Source: an optimization exercise on an open RTL-to-GDS flow (aim: small area). Production flows keep margins and buffers that such runs may drop. Only simulation tests tie the RTL to the original design; equivalence was not proved.

**flow/design.v**
```verilog
module median
#(
    parameter MEM_DATA_WIDTH = 32,
    parameter LUT_ADDR_WIDTH = 10,  
    parameter MEM_ADDR_WIDTH = 10,  
    parameter PIXEL_DATA_WIDTH = 8,
    parameter IMG_WIDTH  = 320,
    parameter IMG_HEIGHT = 320
)(
    input clk,  
    input rst_n,  
    input [31:0] word0,
    input [31:0] word1,
    input [31:0] word2,
    output [PIXEL_DATA_WIDTH-1:0] pixel1,
    output [PIXEL_DATA_WIDTH-1:0] pixel2,
    output [PIXEL_DATA_WIDTH-1:0] pixel3,
    output [PIXEL_DATA_WIDTH-1:0] pixel4,
    output [LUT_ADDR_WIDTH-1:0] raddr_a,
    output [LUT_ADDR_WIDTH-1:0] raddr_b,
    output [LUT_ADDR_WIDTH-1:0] raddr_c,
    output [MEM_ADDR_WIDTH-1:0] waddr
);
    wire [PIXEL_DATA_WIDTH-1:0] x2_y1;
    wire [PIXEL_DATA_WIDTH-1:0] x2_y0;
    wire [PIXEL_DATA_WIDTH-1:0] x2_ym1;
    wire [PIXEL_DATA_WIDTH-1:0] x1_y1;
    wire [PIXEL_DATA_WIDTH-1:0] x1_y0;
    wire [PIXEL_DATA_WIDTH-1:0] x1_ym1;
    wire [PIXEL_DATA_WIDTH-1:0] x0_y1;
    wire [PIXEL_DATA_WIDTH-1:0] x0_y0;
    wire [PIXEL_DATA_WIDTH-1:0] x0_ym1;
    wire [PIXEL_DATA_WIDTH-1:0] xm1_y1;
    wire [PIXEL_DATA_WIDTH-1:0] xm1_y0;
    wire [PIXEL_DATA_WIDTH-1:0] xm1_ym1;
    assign x2_y1   = word0[PIXEL_DATA_WIDTH-1:0];
    assign x2_y0   = word1[PIXEL_DATA_WIDTH-1:0];
    assign x2_ym1  = word2[PIXEL_DATA_WIDTH-1:0];
    assign x1_y1   = word0[(PIXEL_DATA_WIDTH*2)-1:PIXEL_DATA_WIDTH];
    assign x1_y0   = word1[(PIXEL_DATA_WIDTH*2)-1:PIXEL_DATA_WIDTH];
    assign x1_ym1  = word2[(PIXEL_DATA_WIDTH*2)-1:PIXEL_DATA_WIDTH];
    assign x0_y1   = word0[(PIXEL_DATA_WIDTH*3)-1:(PIXEL_DATA_WIDTH*2)];
    assign x0_y0   = word1[(PIXEL_DATA_WIDTH*3)-1:(PIXEL_DATA_WIDTH*2)];
    assign x0_ym1  = word2[(PIXEL_DATA_WIDTH*3)-1:(PIXEL_DATA_WIDTH*2)];
    assign xm1_y1  = word0[(PIXEL_DATA_WIDTH*4)-1:(PIXEL_DATA_WIDTH*3)];
    assign xm1_y0  = word1[(PIXEL_DATA_WIDTH*4)-1:(PIXEL_DATA_WIDTH*3)];
    assign xm1_ym1 = word2[(PIXEL_DATA_WIDTH*4)-1:(PIXEL_DATA_WIDTH*3)];
    wire [PIXEL_DATA_WIDTH-1:0] c3l;
    wire [PIXEL_DATA_WIDTH-1:0] c3h;
    wire [PIXEL_DATA_WIDTH-1:0] c3m;
    wire [PIXEL_DATA_WIDTH-1:0] c3l_reg;
    wire [PIXEL_DATA_WIDTH-1:0] c3h_reg;
    wire [PIXEL_DATA_WIDTH-1:0] c3m_reg;
    wire [PIXEL_DATA_WIDTH-1:0] c2l;
    wire [PIXEL_DATA_WIDTH-1:0] c2h;
    wire [PIXEL_DATA_WIDTH-1:0] c2m;
    wire [PIXEL_DATA_WIDTH-1:0] c2l_reg;
    wire [PIXEL_DATA_WIDTH-1:0] c2h_reg;
    wire [PIXEL_DATA_WIDTH-1:0] c2m_reg;
    wire [PIXEL_DATA_WIDTH-1:0] c1l;
    wire [PIXEL_DATA_WIDTH-1:0] c1h;
    wire [PIXEL_DATA_WIDTH-1:0] c1m;
    wire [PIXEL_DATA_WIDTH-1:0] c0h;
    wire [PIXEL_DATA_WIDTH-1:0] c0m;
    wire [PIXEL_DATA_WIDTH-1:0] c0l;
    wire [PIXEL_DATA_WIDTH-1:0] p1_sig;
    wire [PIXEL_DATA_WIDTH-1:0] p2_sig;
    wire [PIXEL_DATA_WIDTH-1:0] p3_sig;
    state_machine
    #(
        .LUT_ADDR_WIDTH(LUT_ADDR_WIDTH),
        .IMG_WIDTH(IMG_WIDTH),
        .IMG_HEIGHT(IMG_HEIGHT)
    ) window_contol (
        .clk(clk),  
        .rst_n(rst_n),  
        .raddr_a(raddr_a),
        .raddr_b(raddr_b),
        .raddr_c(raddr_c),
        .waddr(waddr)
    );
    common_network
    #(
        .DATA_WIDTH(PIXEL_DATA_WIDTH)
    ) common_network_u0 (
        .x2_y1(x2_y1),
        .x2_y0(x2_y0),
        .x2_ym1(x2_ym1),
        .x1_y1(x1_y1),
        .x1_y0(x1_y0),
        .x1_ym1(x1_ym1),
        .x0_y1(x0_y1),
        .x0_y0(x0_y0),
        .x0_ym1(x0_ym1),
        .xm1_y1(xm1_y1),
        .xm1_y0(xm1_y0),
        .xm1_ym1(xm1_ym1),
        .c3l(c3l),
        .c3h(c3h),
        .c3m(c3m),
        .c2l(c2l),
        .c2h(c2h),
        .c2m(c2m),
        .c1l(c1l),
        .c1h(c1h),
        .c1m(c1m),
        .c0h(c0h),
        .c0m(c0m),
        .c0l(c0l)
    );
    dff_3_pipe
    #(
        .DATA_WIDTH(PIXEL_DATA_WIDTH)
    ) dff_c3_pipe (
        .clk(clk),
        .rst_n(rst_n),
        .d0(c3h),
        .d1(c3m),
        .d2(c3l),
        .q0(c3h_reg),
        .q1(c3m_reg),
        .q2(c3l_reg)
    );
    dff_3_pipe
    #(
        .DATA_WIDTH(PIXEL_DATA_WIDTH)
    ) dff_c2_pipe (
        .clk(clk),
        .rst_n(rst_n),
        .d0(c2h),
        .d1(c2m),
        .d2(c2l),
        .q0(c2h_reg),
        .q1(c2m_reg),
        .q2(c2l_reg)
    );
    dff_3_pipe
    #(
        .DATA_WIDTH(PIXEL_DATA_WIDTH)
    ) dff_out_pipe (
        .clk(clk),
        .rst_n(rst_n),
        .d0(p1_sig),
        .d1(p2_sig),
        .d2(p3_sig),
        .q0(pixel1),
        .q1(pixel2),
        .q2(pixel3)
    );
    pixel_network
    #(
        .DATA_WIDTH(PIXEL_DATA_WIDTH)
    ) pixel_network_u0 (
        .c3h(c1h),
        .c3m(c1m),
        .c3l(c1l),
        .c2h(c0h),
        .c2m(c0m),
        .c2l(c0l),
        .c1h(c3h_reg),
        .c1m(c3m_reg),
        .c1l(c3l_reg),
        .median(p1_sig)
    );
    pixel_network
    #(
        .DATA_WIDTH(PIXEL_DATA_WIDTH)
    ) pixel_network_u1 (
        .c3h(c2h),
        .c3m(c2m),
        .c3l(c2l),
        .c2h(c1h),
        .c2m(c1m),
        .c2l(c1l),
        .c1h(c0h),
        .c1m(c0m),
        .c1l(c0l),
        .median(p2_sig)
    );
    pixel_network
    #(
        .DATA_WIDTH(PIXEL_DATA_WIDTH)
    ) pixel_network_u2 (
        .c3h(c3h),
        .c3m(c3m),
        .c3l(c3l),
        .c2h(c2h),
        .c2m(c2m),
        .c2l(c2l),
        .c1h(c1h),
        .c1m(c1m),
        .c1l(c1l),
        .median(p3_sig)
    );
    pixel_network
    #(
        .DATA_WIDTH(PIXEL_DATA_WIDTH)
    ) pixel_network_u3 (
        .c3h(c0h),
        .c3m(c0m),
        .c3l(c0l),
        .c2h(c3h_reg),
        .c2m(c3m_reg),
        .c2l(c3l_reg),
        .c1h(c2h_reg),
        .c1m(c2m_reg),
        .c1l(c2l_reg),
        .median(pixel4)
    );
endmodule
module node
#(
    parameter DATA_WIDTH = 8,
    parameter LOW_MUX = 1,  
    parameter HI_MUX = 1  
)(
    input [DATA_WIDTH-1:0] data_a,
    input [DATA_WIDTH-1:0] data_b,
    output reg [DATA_WIDTH-1:0] data_hi,
    output reg [DATA_WIDTH-1:0] data_lo
);
    reg sel0;
    always @(*)
    begin : comparator
        if( data_b > data_a) begin
            sel0 = 1'b0;  
        end else begin
            sel0 = 1'b1;  
        end
    end
    always @(*)
    begin : mux_lo_hi
        case (sel0)
            1'b0 :
            begin
                if(LOW_MUX == 1)
                    data_lo = data_a;
                if(HI_MUX == 1)
                    data_hi = data_b;
            end
            1'b1 :
            begin
                if(LOW_MUX == 1)
                    data_lo = data_b;
                if(HI_MUX == 1)
                    data_hi = data_a;
            end
            default :
            begin
                data_lo = {DATA_WIDTH{1'b0}};
                data_hi = {DATA_WIDTH{1'b0}};
            end
        endcase
    end
endmodule
module pixel_network
#(
    parameter DATA_WIDTH = 8
)(
    input [DATA_WIDTH-1:0] c3h,
    input [DATA_WIDTH-1:0] c3m,
    input [DATA_WIDTH-1:0] c3l,
    input [DATA_WIDTH-1:0] c2h,
    input [DATA_WIDTH-1:0] c2m,
    input [DATA_WIDTH-1:0] c2l,
    input [DATA_WIDTH-1:0] c1h,
    input [DATA_WIDTH-1:0] c1m,
    input [DATA_WIDTH-1:0] c1l,
    output [DATA_WIDTH-1:0] median
);
    wire [DATA_WIDTH-1:0] node_u0_lo;
    wire [DATA_WIDTH-1:0] node_u1_hi;
    wire [DATA_WIDTH-1:0] node_u1_lo;
    wire [DATA_WIDTH-1:0] node_u2_hi;
    wire [DATA_WIDTH-1:0] node_u3_lo;
    wire [DATA_WIDTH-1:0] node_u4_hi;
    wire [DATA_WIDTH-1:0] node_u5_hi;
    wire [DATA_WIDTH-1:0] node_u6_lo;
    wire [DATA_WIDTH-1:0] node_u7_hi;
    wire [DATA_WIDTH-1:0] node_u7_lo;
    wire [DATA_WIDTH-1:0] node_u8_hi;
    node
    #(
        .DATA_WIDTH(DATA_WIDTH),
        .LOW_MUX(1),  
        .HI_MUX(0)  
    ) node_u0 (
        .data_a(c3h),
        .data_b(c2h),
        .data_lo(node_u0_lo)
    );
    node
    #(
        .DATA_WIDTH(DATA_WIDTH),
        .LOW_MUX(1),  
        .HI_MUX(1)  
    ) node_u1 (
        .data_a(c3m),
        .data_b(c2m),
        .data_hi(node_u1_hi),
        .data_lo(node_u1_lo)
    );
    node
    #(
        .DATA_WIDTH(DATA_WIDTH),
        .LOW_MUX(0),  
        .HI_MUX(1)  
    ) node_u2 (
        .data_a(c2l),
        .data_b(c1l),
        .data_hi(node_u2_hi)
    );
    node
    #(
        .DATA_WIDTH(DATA_WIDTH),
        .LOW_MUX(1),  
        .HI_MUX(0)  
    ) node_u3 (
        .data_a(node_u0_lo),
        .data_b(c1h),
        .data_lo(node_u3_lo)
    );
    node
    #(
        .DATA_WIDTH(DATA_WIDTH),
        .LOW_MUX(0),  
        .HI_MUX(1)  
    ) node_u4 (
        .data_a(node_u1_lo),
        .data_b(c1m),
        .data_hi(node_u4_hi)
    );
    node
    #(
        .DATA_WIDTH(DATA_WIDTH),
        .LOW_MUX(0),  
        .HI_MUX(1)  
    ) node_u5 (
        .data_a(c3l),
        .data_b(node_u2_hi),
        .data_hi(node_u5_hi)
    );
    node
    #(
        .DATA_WIDTH(DATA_WIDTH),
        .LOW_MUX(1),  
        .HI_MUX(0)  
    ) node_u6 (
        .data_a(node_u1_hi),
        .data_b(node_u4_hi),
        .data_lo(node_u6_lo)
    );
    node
    #(
        .DATA_WIDTH(DATA_WIDTH),
        .LOW_MUX(1),  
        .HI_MUX(1)  
    ) node_u7 (
        .data_a(node_u3_lo),
        .data_b(node_u6_lo),
        .data_hi(node_u7_hi),
        .data_lo(node_u7_lo)
    );
    node
    #(
        .DATA_WIDTH(DATA_WIDTH),
        .LOW_MUX(0),  
        .HI_MUX(1)  
    ) node_u8 (
        .data_a(node_u7_lo),
        .data_b(node_u5_hi),
        .data_hi(node_u8_hi)
    );
    node
    #(
        .DATA_WIDTH(DATA_WIDTH),
        .LOW_MUX(1),  
        .HI_MUX(0)  
    ) node_u9 (
        .data_a(node_u7_hi),
        .data_b(node_u8_hi),
        .data_lo(median)
    );
endmodule
module state_machine
#(
    parameter LUT_ADDR_WIDTH = 10,
    parameter IMG_WIDTH = 234,
    parameter IMG_HEIGHT = 234
)(
    input clk,  
    input rst_n,  
    output reg [LUT_ADDR_WIDTH-1:0] raddr_a,
    output reg [LUT_ADDR_WIDTH-1:0] raddr_b,
    output reg [LUT_ADDR_WIDTH-1:0] raddr_c,
    output reg [LUT_ADDR_WIDTH-1:0] waddr,
    output reg [1:0] window_line_counter,
    output reg [9:0] window_column_counter,
    output reg [9:0] memory_shift
);
    reg valid;
    always @(posedge clk or negedge rst_n)
    begin : out_memory_counter
        if(~rst_n) begin
            waddr <= {LUT_ADDR_WIDTH{1'b0}};
        end else if(valid) begin
            waddr <= waddr + 1'b1;
        end
    end
    always @(posedge clk or negedge rst_n)
    begin : addr_counter
        if(~rst_n) begin
            window_column_counter <= 10'd0;
            window_line_counter <= 2'b00;
            valid <= 1'b0;
            raddr_a <= {LUT_ADDR_WIDTH{1'b0}};
            raddr_b <= {LUT_ADDR_WIDTH{1'b0}};
            raddr_c <= {LUT_ADDR_WIDTH{1'b0}};
        end else begin
            if(window_column_counter != ((IMG_WIDTH/4)-1)) begin
                window_column_counter <= window_column_counter + 1'b1;
                valid <= 1'b1;
                raddr_a <= raddr_a + 1'b1;
                raddr_b <= raddr_b + 1'b1;
                raddr_c <= raddr_c + 1'b1;
            end else begin
                window_column_counter <= 10'd0;
                case (window_line_counter)
                    2'b00 :
                    begin
                        raddr_a <= raddr_a + 1'b1;
                        raddr_b <= raddr_b - window_column_counter;
                        raddr_c <= raddr_c - window_column_counter;
                        window_line_counter = window_line_counter + 1'b1;
                    end
                    2'b01 :
                    begin
                        raddr_b <= raddr_b + 1'b1;
                        raddr_a <= raddr_a - window_column_counter;
                        raddr_c <= raddr_c - window_column_counter;
                        window_line_counter = window_line_counter + 1'b1;
                    end
                    2'b10 :
                    begin
                        raddr_b <= raddr_b - window_column_counter;
                        raddr_a <= raddr_a - window_column_counter;
                        raddr_c <= raddr_c + 1'b1;
                        window_line_counter = 2'b00;
                    end
                    default :
                    begin
                        raddr_a <= {LUT_ADDR_WIDTH{1'b0}};
                        raddr_b <= {LUT_ADDR_WIDTH{1'b0}};
                        raddr_c <= {LUT_ADDR_WIDTH{1'b0}};
                    end
                endcase
            end
        end
    end
endmodule
module dff_3_pipe
#(
    parameter DATA_WIDTH = 8
)(
    input clk,
    input rst_n,
    input [DATA_WIDTH-1:0] d0,
    input [DATA_WIDTH-1:0] d1,
    input [DATA_WIDTH-1:0] d2,
    output reg [DATA_WIDTH-1:0] q0,
    output reg [DATA_WIDTH-1:0] q1,
    output reg [DATA_WIDTH-1:0] q2
);
always @(posedge clk or negedge rst_n)
begin : register_bank_3u
    if(~rst_n) begin
        q0 <= {DATA_WIDTH{1'b0}};
        q1 <= {DATA_WIDTH{1'b0}};
        q2 <= {DATA_WIDTH{1'b0}};
    end else begin
        q0 <= d0;
        q1 <= d1;
        q2 <= d2;
    end
end
endmodule
module common_network
#(
    parameter DATA_WIDTH = 8
)(
    input [DATA_WIDTH-1:0] x2_y1,
    input [DATA_WIDTH-1:0] x2_y0,
    input [DATA_WIDTH-1:0] x2_ym1,
    input [DATA_WIDTH-1:0] x1_y1,
    input [DATA_WIDTH-1:0] x1_y0,
    input [DATA_WIDTH-1:0] x1_ym1,
    input [DATA_WIDTH-1:0] x0_y1,
    input [DATA_WIDTH-1:0] x0_y0,
    input [DATA_WIDTH-1:0] x0_ym1,
    input [DATA_WIDTH-1:0] xm1_y1,
    input [DATA_WIDTH-1:0] xm1_y0,
    input [DATA_WIDTH-1:0] xm1_ym1,
    output [DATA_WIDTH-1:0] c3l,
    output [DATA_WIDTH-1:0] c3h,
    output [DATA_WIDTH-1:0] c3m,
    output [DATA_WIDTH-1:0] c2l,
    output [DATA_WIDTH-1:0] c2h,
    output [DATA_WIDTH-1:0] c2m,
    output [DATA_WIDTH-1:0] c1l,
    output [DATA_WIDTH-1:0] c1h,
    output [DATA_WIDTH-1:0] c1m,
    output [DATA_WIDTH-1:0] c0h,
    output [DATA_WIDTH-1:0] c0m,
    output [DATA_WIDTH-1:0] c0l
);
    wire [DATA_WIDTH-1:0] node_u0_hi;
    wire [DATA_WIDTH-1:0] node_u0_lo;
    wire [DATA_WIDTH-1:0] node_u1_hi;
    wire [DATA_WIDTH-1:0] node_u1_lo;
    wire [DATA_WIDTH-1:0] node_u2_hi;
    wire [DATA_WIDTH-1:0] node_u2_lo;
    wire [DATA_WIDTH-1:0] node_u3_hi;
    wire [DATA_WIDTH-1:0] node_u3_lo;
    wire [DATA_WIDTH-1:0] node_u4_hi;
    wire [DATA_WIDTH-1:0] node_u4_lo;
    wire [DATA_WIDTH-1:0] node_u5_hi;
    wire [DATA_WIDTH-1:0] node_u5_lo;
    wire [DATA_WIDTH-1:0] node_u6_hi;
    wire [DATA_WIDTH-1:0] node_u6_lo;
    wire [DATA_WIDTH-1:0] node_u7_hi;
    wire [DATA_WIDTH-1:0] node_u7_lo;
    wire [DATA_WIDTH-1:0] node_u8_hi;
    wire [DATA_WIDTH-1:0] node_u8_lo;
    wire [DATA_WIDTH-1:0] node_u9_hi;
    wire [DATA_WIDTH-1:0] node_u9_lo;
    wire [DATA_WIDTH-1:0] node_u10_hi;
    wire [DATA_WIDTH-1:0] node_u10_lo;
    wire [DATA_WIDTH-1:0] node_u11_hi;
    wire [DATA_WIDTH-1:0] node_u11_lo;
    wire [DATA_WIDTH-1:0] node_u12_hi;
    wire [DATA_WIDTH-1:0] node_u12_lo;
    assign c3l = node_u4_lo;
    assign c3h = node_u8_hi;
    assign c3m = node_u8_lo;
    assign c2l = node_u5_lo;
    assign c2h = node_u9_hi;
    assign c2m = node_u9_lo;
    assign c1l = node_u6_lo;
    assign c1h = node_u10_hi;
    assign c1m = node_u10_lo;
    assign c0h = node_u11_hi;
    assign c0m = node_u11_lo;
    assign c0l = node_u7_lo;
    node
    #(
        .DATA_WIDTH(DATA_WIDTH),
        .LOW_MUX(1),  
        .HI_MUX(1)  
    ) node_u0 (
        .data_a(x2_y1),
        .data_b(x2_y0),
        .data_hi(node_u0_hi),
        .data_lo(node_u0_lo)
    );
    node
    #(
        .DATA_WIDTH(DATA_WIDTH),
        .LOW_MUX(1),  
        .HI_MUX(1)  
    ) node_u1 (
        .data_a(x1_y1),
        .data_b(x1_y0),
        .data_hi(node_u1_hi),
        .data_lo(node_u1_lo)
    );
    node
    #(
        .DATA_WIDTH(DATA_WIDTH),
        .LOW_MUX(1),  
        .HI_MUX(1)  
    ) node_u2 (
        .data_a(x0_y1),
        .data_b(x0_y0),
        .data_hi(node_u2_hi),
        .data_lo(node_u2_lo)
    );
    node
    #(
        .DATA_WIDTH(DATA_WIDTH),
        .LOW_MUX(1),  
        .HI_MUX(1)  
    ) node_u3 (
        .data_a(xm1_y1),
        .data_b(xm1_y0),
        .data_hi(node_u3_hi),
        .data_lo(node_u3_lo)
    );
    node
    #(
        .DATA_WIDTH(DATA_WIDTH),
        .LOW_MUX(1),  
        .HI_MUX(1)  
    ) node_u4 (
        .data_a(node_u0_lo),
        .data_b(x2_ym1),
        .data_hi(node_u4_hi),
        .data_lo(node_u4_lo)
    );
    node
    #(
        .DATA_WIDTH(DATA_WIDTH),
        .LOW_MUX(1),  
        .HI_MUX(1)  
    ) node_u5 (
        .data_a(node_u1_lo),
        .data_b(x1_ym1),
        .data_hi(node_u5_hi),
        .data_lo(node_u5_lo)
    );
    node
    #(
        .DATA_WIDTH(DATA_WIDTH),
        .LOW_MUX(1),  
        .HI_MUX(1)  
    ) node_u6 (
        .data_a(node_u2_lo),
        .data_b(x0_ym1),
        .data_hi(node_u6_hi),
        .data_lo(node_u6_lo)
    );
    node
    #(
        .DATA_WIDTH(DATA_WIDTH),
        .LOW_MUX(1),  
        .HI_MUX(1)  
    ) node_u7 (
        .data_a(node_u3_lo),
        .data_b(xm1_ym1),
        .data_hi(node_u7_hi),
        .data_lo(node_u7_lo)
    );
    node
    #(
        .DATA_WIDTH(DATA_WIDTH),
        .LOW_MUX(1),  
        .HI_MUX(1)  
    ) node_u8 (
        .data_a(node_u0_hi),
        .data_b(node_u4_hi),
        .data_hi(node_u8_hi),
        .data_lo(node_u8_lo)
    );
    node
    #(
        .DATA_WIDTH(DATA_WIDTH),
        .LOW_MUX(1),  
        .HI_MUX(1)  
    ) node_u9 (
        .data_a(node_u1_hi),
        .data_b(node_u5_hi),
        .data_hi(node_u9_hi),
        .data_lo(node_u9_lo)
    );
    node
    #(
        .DATA_WIDTH(DATA_WIDTH),
        .LOW_MUX(1),  
        .HI_MUX(1)  
    ) node_u10 (
        .data_a(node_u2_hi),
        .data_b(node_u6_hi),
        .data_hi(node_u10_hi),
        .data_lo(node_u10_lo)
    );
    node
    #(
        .DATA_WIDTH(DATA_WIDTH),
        .LOW_MUX(1),  
        .HI_MUX(1)  
    ) node_u11 (
        .data_a(node_u3_hi),
        .data_b(node_u7_hi),
        .data_hi(node_u11_hi),
        .data_lo(node_u11_lo)
    );
endmodule
```
**flow/run.sh**
```bash
#!/bin/bash
# synth_recipe.tcl (not shown) runs the flow's synth.tcl, then flattens the netlist and writes it again
# the make line also repeats each setting of config.mk as NAME=value (left out here)
make -C /OpenROAD-flow-scripts/flow DESIGN_CONFIG=/design/flow/config.mk WORK_HOME=/design/flow/orfs CLKGATE_MAP_FILE= SYNTH_SCRIPT=/design/flow/synth_recipe.tcl finish
```
**flow/config.mk**
```make
export PLATFORM = sky130hd
export DESIGN_NAME = median
export DESIGN_NICKNAME = median
export VERILOG_FILES = /design/flow/design.v
export SDC_FILE = /design/flow/constraint.sdc
export NUM_CORES = 4
export LEC_CHECK = 0
export CAP_MARGIN = 20
export CORE_MARGIN = 2
export CORE_UTILIZATION = 40
export SLEW_MARGIN = 20
```
**flow/constraint.sdc**
```tcl
create_clock -name core_clock -period 30.0 [get_ports {clk}]
set_input_delay 6.0000 -clock core_clock [delete_from_list [all_inputs] [get_ports {clk}]]
set_output_delay 6.0000 -clock core_clock [all_outputs]
set_load 0.01 [all_outputs]
```
==> impl_metrics.py <==
metrics = {
    "drt": {
        "drt_iter0_drc": 1840,
        "vias": 24000,
        "wl_per_cell_um": 20.7,
        "drc": 0,
        "ant_nets": 0,
        "drtPass1Iterations": 8,
        "vias_per_cell": 5.94,
        "routed_wl_um": 83700,
    },
    "sta": {
        "layout_setup_ws_ns": 1.06,
        "hold_ws_ns": 0.470,
        "relSlewSlack": 0.247,
        "min_period_ns": 28.94,
        "tightest_slew_ns": 1.13,
        "setup-tns-final_ns": 0,
        "drv_slew": 0,
        "hold_violations": 0,
        "fin_crit_sh": 0.965,
        "clock_skew_ns": 0.0145,
        "setup_viol": 0,
        "fmax_mhz": 34.6,
    },
    "yosys": {
        "yosysTopAreaCell": "ha_1",
        "synth_top_flop_cell": "dfrtp_1",
        "yosysWarnings": 5,
        "synth_edf_count": 0,
        "synth_nets": 3620,
        "syn_area_mm2": 0.0234,
        "synth_top_cell_area_share": 0.230,
        "synthArstFlopShare": 1.00,
        "yosysSeqAreaShare": 0.134,
        "synth_area_leaders": "ha_1 23%, dfrtp_1 13%, mux2i_1 7.8%",
        "synth_cell_types": 99,
        "syn_inst": 3090,
        "ys_seq_elements": 125,
        "syn_avg_cell_area_um2": 7.56,
    },
    "floorplanning": {
        "fp.coreArea_mm2": 0.0577,
        "die_w_um": 246,
        "ios": 170,
        "fp.dieH_um": 246,
        "start_util": 0.405,
        "rows": 88,
        "die_area_mm2": 0.0603,
    },
    "clock_tree": {
        "cts_tree": "yes",
        "clk_pin_slew_worst_paths_ns": 0.06,
        "cts_buffers": 17,
        "cts.sinks": 125,
        "clock_latency_ns": 0.48,
        "clock-root-buffer": "clkbuf_16",
        "clk_path_buf_depth": 2,
        "htree_levels": 4,
    },
    "run_status": {
        "status": "complete, no violations",
    },
    "placed_design": {
        "placement.io_buffers": 169,
        "routabilityCongestion": 0.995,
        "dp.cells": 3995,
        "dpl_cell_area_mm2": 0.0261,
        "post-place-ws_ns": -0.372,
        "hpwlAfterDp_um": 69100,
    },
    "worst_setup_path": {
        "critPathMaxFanout": 24,
        "critPathRequiredTime_ns": 24.00,
        "crit_slowest_cell": "clkdlybuf4s50_1",
        "cp.arrival_ns": 22.94,
        "end_kind": "output port",
        "crit_top_cell": "a21oi_1",
        "critPathLaunchType": "input port",
        "critical_path.max_stage_delay_ns": 0.55,
        "critPathKind": "in2out",
    },
    "final_layout": {
        "n_antenna_cell": 0,
        "post-route-util": 0.468,
        "area.growth.synth_to_final_pct": 15.7,
        "final_layout_size_suffix_gt1_frac": 0.0666,
        "final_cells": 4040,
        "final_area_mm2": 0.0270,
        "fin_nets": 3792,
    },
    "global_route": {
        "grt_max_degree": 70,
        "antenna_found_initial": 2,
        "grt_pass1_vias": 23100,
        "grt_use_total": 0.272,
        "grt_pass1_wl_um": 129000,
        "grt_overflow_total": 0,
    },
    "job": {
        "drv_cap": 0,
    },
    "hold_path": {
        "hold_path_class": "reg2reg",
    },
}
==> Yosys cell counts, drive strengths merged, types with 66 or more instances <==
cell type and n:
a21o 93, a21oi 241, clkbuf 66, dfrtp 125, ha 429, inv 308, mux2i 182, nand2 277
nand3 104, nor2 213, o21a 70, o21ai 275
==> cell usage in the layout, fill, tap and decap left out, types with 11 or more instances in the layout <==
cell type and instances:
buf_4 70, o21a_1 68, xnor2_1 53, nand4_1 41
o221ai_1 21, ha_1 429, a211oi_1 21, clkbuf_16 17
a31oi_1 21, xor2_1 22, nor2_1 208, mux2_2 32
a21o_1 92, a21oi_1 234, nand2_1 276, and3_1 37
o21ai_0 239, o22ai_1 35, inv_1 306, nor2b_1 44
mux2i_1 175, nor3_1 34, and2_1 16, nand3_1 103
clkdlybuf4s50_1 166, nand2b_1 51, or3_1 11, or2_2 13
o21bai_1 12, o211ai_1 25, o21ai_1 33, dfrtp_1 125
==> registers in the layout, summed over array words and instances (netlist names), 10 cells and up <==
signal	flops
window_contol.waddr	10
window_contol.raddr_a	10
window_contol.window_column_counter	10
window_contol.raddr_b	10
window_contol.raddr_c	10
==> cells by family after synthesis <==
family	count (synthesis)	share of synthesized area
flip-flops	125	0.134
XOR/XNOR	75	0.0281
adder cells (fa/ha/maj)	436	0.234
multiplexers	215	0.0941
buffers and inverters	403	0.0663
AND/OR/NAND/NOR	875	0.178
AO/OA/AOI/OAI	961	0.265
==> final cells by class <==
| class | count | area [um^2] |
|---|---|---|
| Fill cell | 5809 | 30700 |
| Tap cell | 765 | 957 |
| Clock buffer | 17 | 425 |
| Inverter | 311 | 1170 |
| Multi-Input combinational cell | 2562 | 18900 |
| Sequential cell | 125 | 3130 |
| Timing Repair Buffer | 245 | 2300 |
| Clock inverter | 15 | 185 |
==> worst max-delay path: cells and delay by family <==
kind,cells,cell delay (ns)
AOI/OAI and AO/OA,41,7.16
adders and majority gates,11,3.21
and+or+nand+nor,22,2.89
buffers and inverters,13,2.73
muxes,4,0.88
==> routing by layer <==
layer / vias up / wire length (um) / global-route usage
met5: - / 0 / 0
met4: 0 / 4310 / 0.143
met3: 168 / 4900 / 0.0315
met2: 816 / 37900 / 0.445
met1: 11400 / 36600 / 0.352
li1: 11600 / - / -
==> repair_timing <==
action / 4_1_cts / 5_1_grt
setup endpoints to repair: 4 / 8
hold buffers: 0 / 0
buffers inserted: 0 / 12
pin swaps: 0 / 5
gates resized for setup: 2 / 43
==> worst paths after layout <==
kind                       cells past startpoint                    from  slack [ns]                        to
max                                           91               word0[29]        1.06                 pixel4[1]
min                                            1  window_contol.waddr[9]        0.47    window_contol.waddr[9]
max reg2reg                                   45       dff_c3_pipe.q1[5]       19.25        dff_out_pipe.q0[0]
min reg2reg                                    1  window_contol.waddr[9]        0.47    window_contol.waddr[9]
max in group asynchronous                      2                   rst_n       23.14        dff_out_pipe.q2[0]
min in group asynchronous                      1                   rst_n        5.48  window_contol.raddr_b[4]

==> separate check: timing with driven ports <==
Ports are ideal in the flow. The routed layout listed here was re-timed in OpenROAD.
Step 1 sets driving cells, clkbuf_16 on the clock port and buf_2 on the other inputs (assumed; they add their load-dependent delay and slew).
Step 2, shift: input delay + t, output delay - t, t = (earliest + latest rising clock arrival at the registers) / 2. This alone moves slack from input paths to output paths.
Slacks: ideal ports / drivers / drivers and shift; pairs: ideal ports / drivers.
t (ns): 0.535
setup slack, ns: 1.059 / 1.025 / 1.025
worst setup path after step 2: input to output
After both steps this run still meets setup and hold. For this run, drivers alone change the setup slack by -0.034 ns; drivers and shift together by -0.034 ns.
